This design comes from an exercise in tuning for small area, a short achievable clock period and few clock cycles per item on the open sky130 flow, not from production work.
In this exercise RTL edits were held to simulation tests only and were not proved equivalent to the original.
Power figures rest on the tool's default switching activity, not on a simulated workload.

## CI_fir
module CI_fir
	(
		input 		reset,
		input		clk,
		input		clk_en,
		input	[31:0]	dataa,
		input	[31:0]	datab,
		input		start,
		output	[31:0]	result,
		output		done
	);
	wire load = start & clk_en & ~reset;
	reg [31:0] xr1;    
	reg [31:0] xr2;    
	reg [31:1] p3;    
	wire [31:0] p3_n_a = xr1;
	wire [31:0] p3_n_b = {xr1[30:0],1'b0};
	wire [31:0] p3_n_p = p3_n_a ^ p3_n_b;
	wire [31:0] p3_n_g = p3_n_a & p3_n_b;
	wire p3_n_G1 = p3_n_g[1] | (p3_n_p[1] & p3_n_g[0]);
	wire p3_n_P1 = p3_n_p[1] & p3_n_p[0];
	wire p3_n_G2 = p3_n_g[3] | (p3_n_p[3] & p3_n_g[2]);
	wire p3_n_P2 = p3_n_p[3] & p3_n_p[2];
	wire p3_n_G3 = p3_n_g[5] | (p3_n_p[5] & p3_n_g[4]);
	wire p3_n_P3 = p3_n_p[5] & p3_n_p[4];
	wire p3_n_G4 = p3_n_g[7] | (p3_n_p[7] & p3_n_g[6]);
	wire p3_n_P4 = p3_n_p[7] & p3_n_p[6];
	wire p3_n_G5 = p3_n_g[9] | (p3_n_p[9] & p3_n_g[8]);
	wire p3_n_P5 = p3_n_p[9] & p3_n_p[8];
	wire p3_n_G6 = p3_n_g[11] | (p3_n_p[11] & p3_n_g[10]);
	wire p3_n_P6 = p3_n_p[11] & p3_n_p[10];
	wire p3_n_G7 = p3_n_g[13] | (p3_n_p[13] & p3_n_g[12]);
	wire p3_n_P7 = p3_n_p[13] & p3_n_p[12];
  ...
export LEC_CHECK = 0
export CAP_MARGIN = 20
export CORE_MARGIN = 2
export CORE_UTILIZATION = 45
export CTS_CLUSTER_DIAMETER = 80
export CTS_CLUSTER_SIZE = 25
export SLEW_MARGIN = 20
create_clock -name core_clock -period 17.0 [get_ports {clk}]
standard.sh (not shown) runs the stock make flow with config.mk's settings and CLKGATE_MAP_FILE= SYNTH_SCRIPT=/design/flow/synth_recipe.tcl, a recipe that flattens the netlist after the stock synthesis.
==> flow/flow/run.sh <==
#!/bin/bash
# Layout flow: the standard layout (standard.sh, unchanged synthesis and steps), with the
# resizer's setup repair told to keep MARGIN ns of slack against the 17 ns clock, so that it
# sizes and buffers the logic for the period the design can reach instead of stopping at 17 ns.
# Synthesis is the standard one except that SYNTH_ARGS=-noabc skips the quick ABC pass inside
# yosys synth (registers are unchanged), so extract_fa sees the adders as written and maps
# them to full-adder cells without extra inverters.
# make's full output goes to flow.log here; ORFS writes each step's log under orfs/logs/.
set -euo pipefail
MARGIN=12
bash standard.sh SYNTH_ARGS=-noabc SETUP_SLACK_MARGIN=$MARGIN finish > flow.log 2>&1
The baseline completed without violations.
Testbench counts at the start, summed over its fixed seeds: cycles 9,608, items 9,600.
Change:
==> flow/flow/run.sh (replaced) <==
#!/bin/bash
# Layout flow: the standard layout (standard.sh, unchanged synthesis and steps), with the
# resizer's setup repair told to keep MARGIN ns of slack against the 17 ns clock, so that it
# sizes and buffers the logic for the period the design can reach instead of stopping at 17 ns.
# make's full output goes to flow.log here; ORFS writes each step's log under orfs/logs/.
set -euo pipefail
MARGIN=12
bash standard.sh SETUP_SLACK_MARGIN=$MARGIN finish > flow.log 2>&1
Synthesized area went up by 3.7%.
Cell count went up by 14%.
Power went up by 1.3%.
Worst hold slack degrades by 5.4 ps.
Synthesized cell count went up by 16%.
Global-route usage went up by 1.3 points.
Worst setup slack improves by 290 ps.
Core utilization went up by 0.12 points.
Die area went up by 3.7%.

CI_fir, a different RTL version from the one above (not shown whole).
For scale: roughly 1900 flip-flops, about 0.095 sq mm of cells after synthesis.
clock: 17.0 ns
lec_check: 0
cap_margin: 20
core_margin: 2
core_utilization: 70
cts_cluster_diameter: 80
cts_cluster_size: 25
slew_margin: 20
==> flow/flow/run.sh <==
#!/bin/bash
# Layout flow: the standard layout (standard.sh, unchanged synthesis and steps), with the
# resizer's setup repair told to keep MARGIN ns of slack against the 17 ns clock, so that it
# sizes and buffers the logic for the period the design can reach instead of stopping at 17 ns.
# Synthesis is the standard one except that SYNTH_ARGS=-noabc skips the quick ABC pass inside
# yosys synth (registers are unchanged), so extract_fa sees the adders as written and maps
# them to full-adder cells without extra inverters.
# make's full output goes to flow.log here; ORFS writes each step's log under orfs/logs/.
set -euo pipefail
MARGIN=12
bash standard.sh SYNTH_ARGS=-noabc SETUP_SLACK_MARGIN=$MARGIN finish > flow.log 2>&1
Testbench counts at the start, summed over its fixed seeds: cycles 9,608, items 9,600.
Rerun with:
==> flow/flow/run.sh (replaced) <==
#!/bin/bash
# Layout flow: the standard layout (standard.sh, unchanged synthesis and steps), with the
# resizer's setup repair told to keep MARGIN ns of slack against the 17 ns clock, so that it
# sizes and buffers the logic for the period the design can reach instead of stopping at 17 ns.
# make's full output goes to flow.log here; ORFS writes each step's log under orfs/logs/.
set -euo pipefail
MARGIN=12
bash standard.sh SETUP_SLACK_MARGIN=$MARGIN finish > flow.log 2>&1
Settings changed: CORE_UTILIZATION 70 to 45.
Outcome: The new run passed the timing, design-rule and antenna checks; wire length goes up by about a fifth; cell count goes up by a quarter to a third; critical path depth goes up by 3; combinational power goes up by about a fifth; die area goes up by well over a third; non-clock buffer count goes up by 96; worst hold slack improves by 5.6 ps; power goes up by a little under a tenth; setup slack degrades by 99 ps.
Rerun with:
==> flow/flow/run.sh (replaced) <==
#!/bin/bash
# Layout flow: the standard layout (standard.sh, unchanged synthesis and steps), with the
# resizer's setup repair told to keep MARGIN ns of slack against the 17 ns clock, so that it
# sizes and buffers the logic for the period the design can reach instead of stopping at 17 ns.
# Synthesis is the standard one except that SYNTH_ARGS=-noabc skips the quick ABC pass inside
# yosys synth (registers are unchanged), so extract_fa sees the adders as written and maps
# them to full-adder cells without extra inverters.
# make's full output goes to flow.log here; ORFS writes each step's log under orfs/logs/.
set -euo pipefail
MARGIN=12.3
bash standard.sh SYNTH_ARGS=-noabc SETUP_SLACK_MARGIN=$MARGIN finish > flow.log 2>&1
Settings changed: CORE_UTILIZATION 45 to 70.
Clock-buffer cell count shrinks by 16.
Register-to-register slack gains 280 ps.
Total power falls by a little under a tenth.
Global-route usage is higher by 11 points.
Die area decreases by well over a third.
Clock power came out lower by about a fifth.
Setup slack is better by 110 ps.
Hold slack barely changes.
Area after synthesis went down by a few percent.
Clock skew drops by 65 ps.
Rerun with:
--- a/flow/flow/run.sh
+++ b/flow/flow/run.sh
@@ -8,4 +8,4 @@
 # make's full output goes to flow.log here; ORFS writes each step's log under orfs/logs/.
 set -euo pipefail
-MARGIN=12.3
+MARGIN=12
 bash standard.sh SYNTH_ARGS=-noabc SETUP_SLACK_MARGIN=$MARGIN finish > flow.log 2>&1
Settings changed: CORE_UTILIZATION 70 to 45.
Sequential power hardly moves.
Power came out higher by about 5%.
First-iteration DRC count came out lower by about 19%.

## afterwards: timing with drivers on the ports
How much do the figures lean on ideal ports? The routed layouts below were timed once more, with nothing changed but the port constraints.
Step 1, drivers: a clkbuf_16 drives clk and a buf_2 each remaining input, both assumed.
Step 2 times the ports against the registers' clock, not the clock port: input delays grow and output delays shrink by t, the midpoint of the rising clock arrivals with the driver on.
a / b / c = ideal ports / drivers / drivers and shift; a / b = the first two.
run | shift t [ns] | setup WS [ns] | hold slack, ns | worst data-port slew with drivers (ns)
the first run of note 1 | 0.859 | 11.720 / 11.757 / 10.898 | 0.461 / 0.461 / 0.461 | 0.09
the second run of note 1 | 0.873 | 12.008 / 12.024 / 11.188 | 0.456 / 0.456 / 0.456 | 0.08
the first run of note 2 | 0.809 | 11.843 / 11.885 / 11.076 | 0.434 / 0.434 / 0.434 | 0.06
the second run of note 2 | 0.916 | 11.745 / 11.806 / 10.890 | 0.439 / 0.439 / 0.439 | 0.08
the third run of note 2 | 0.812 | 11.859 / 11.892 / 11.080 | 0.438 / 0.438 / 0.438 | 0.06
the fourth run of note 2 | 0.854 | 11.921 / 11.981 / 11.128 | 0.411 / 0.411 / 0.411 | 0.07
After both steps setup and hold are still met in every run listed. For the second run of note 2, which loses most, drivers alone change the setup slack by +0.061 ns; drivers and shift together by -0.855 ns.
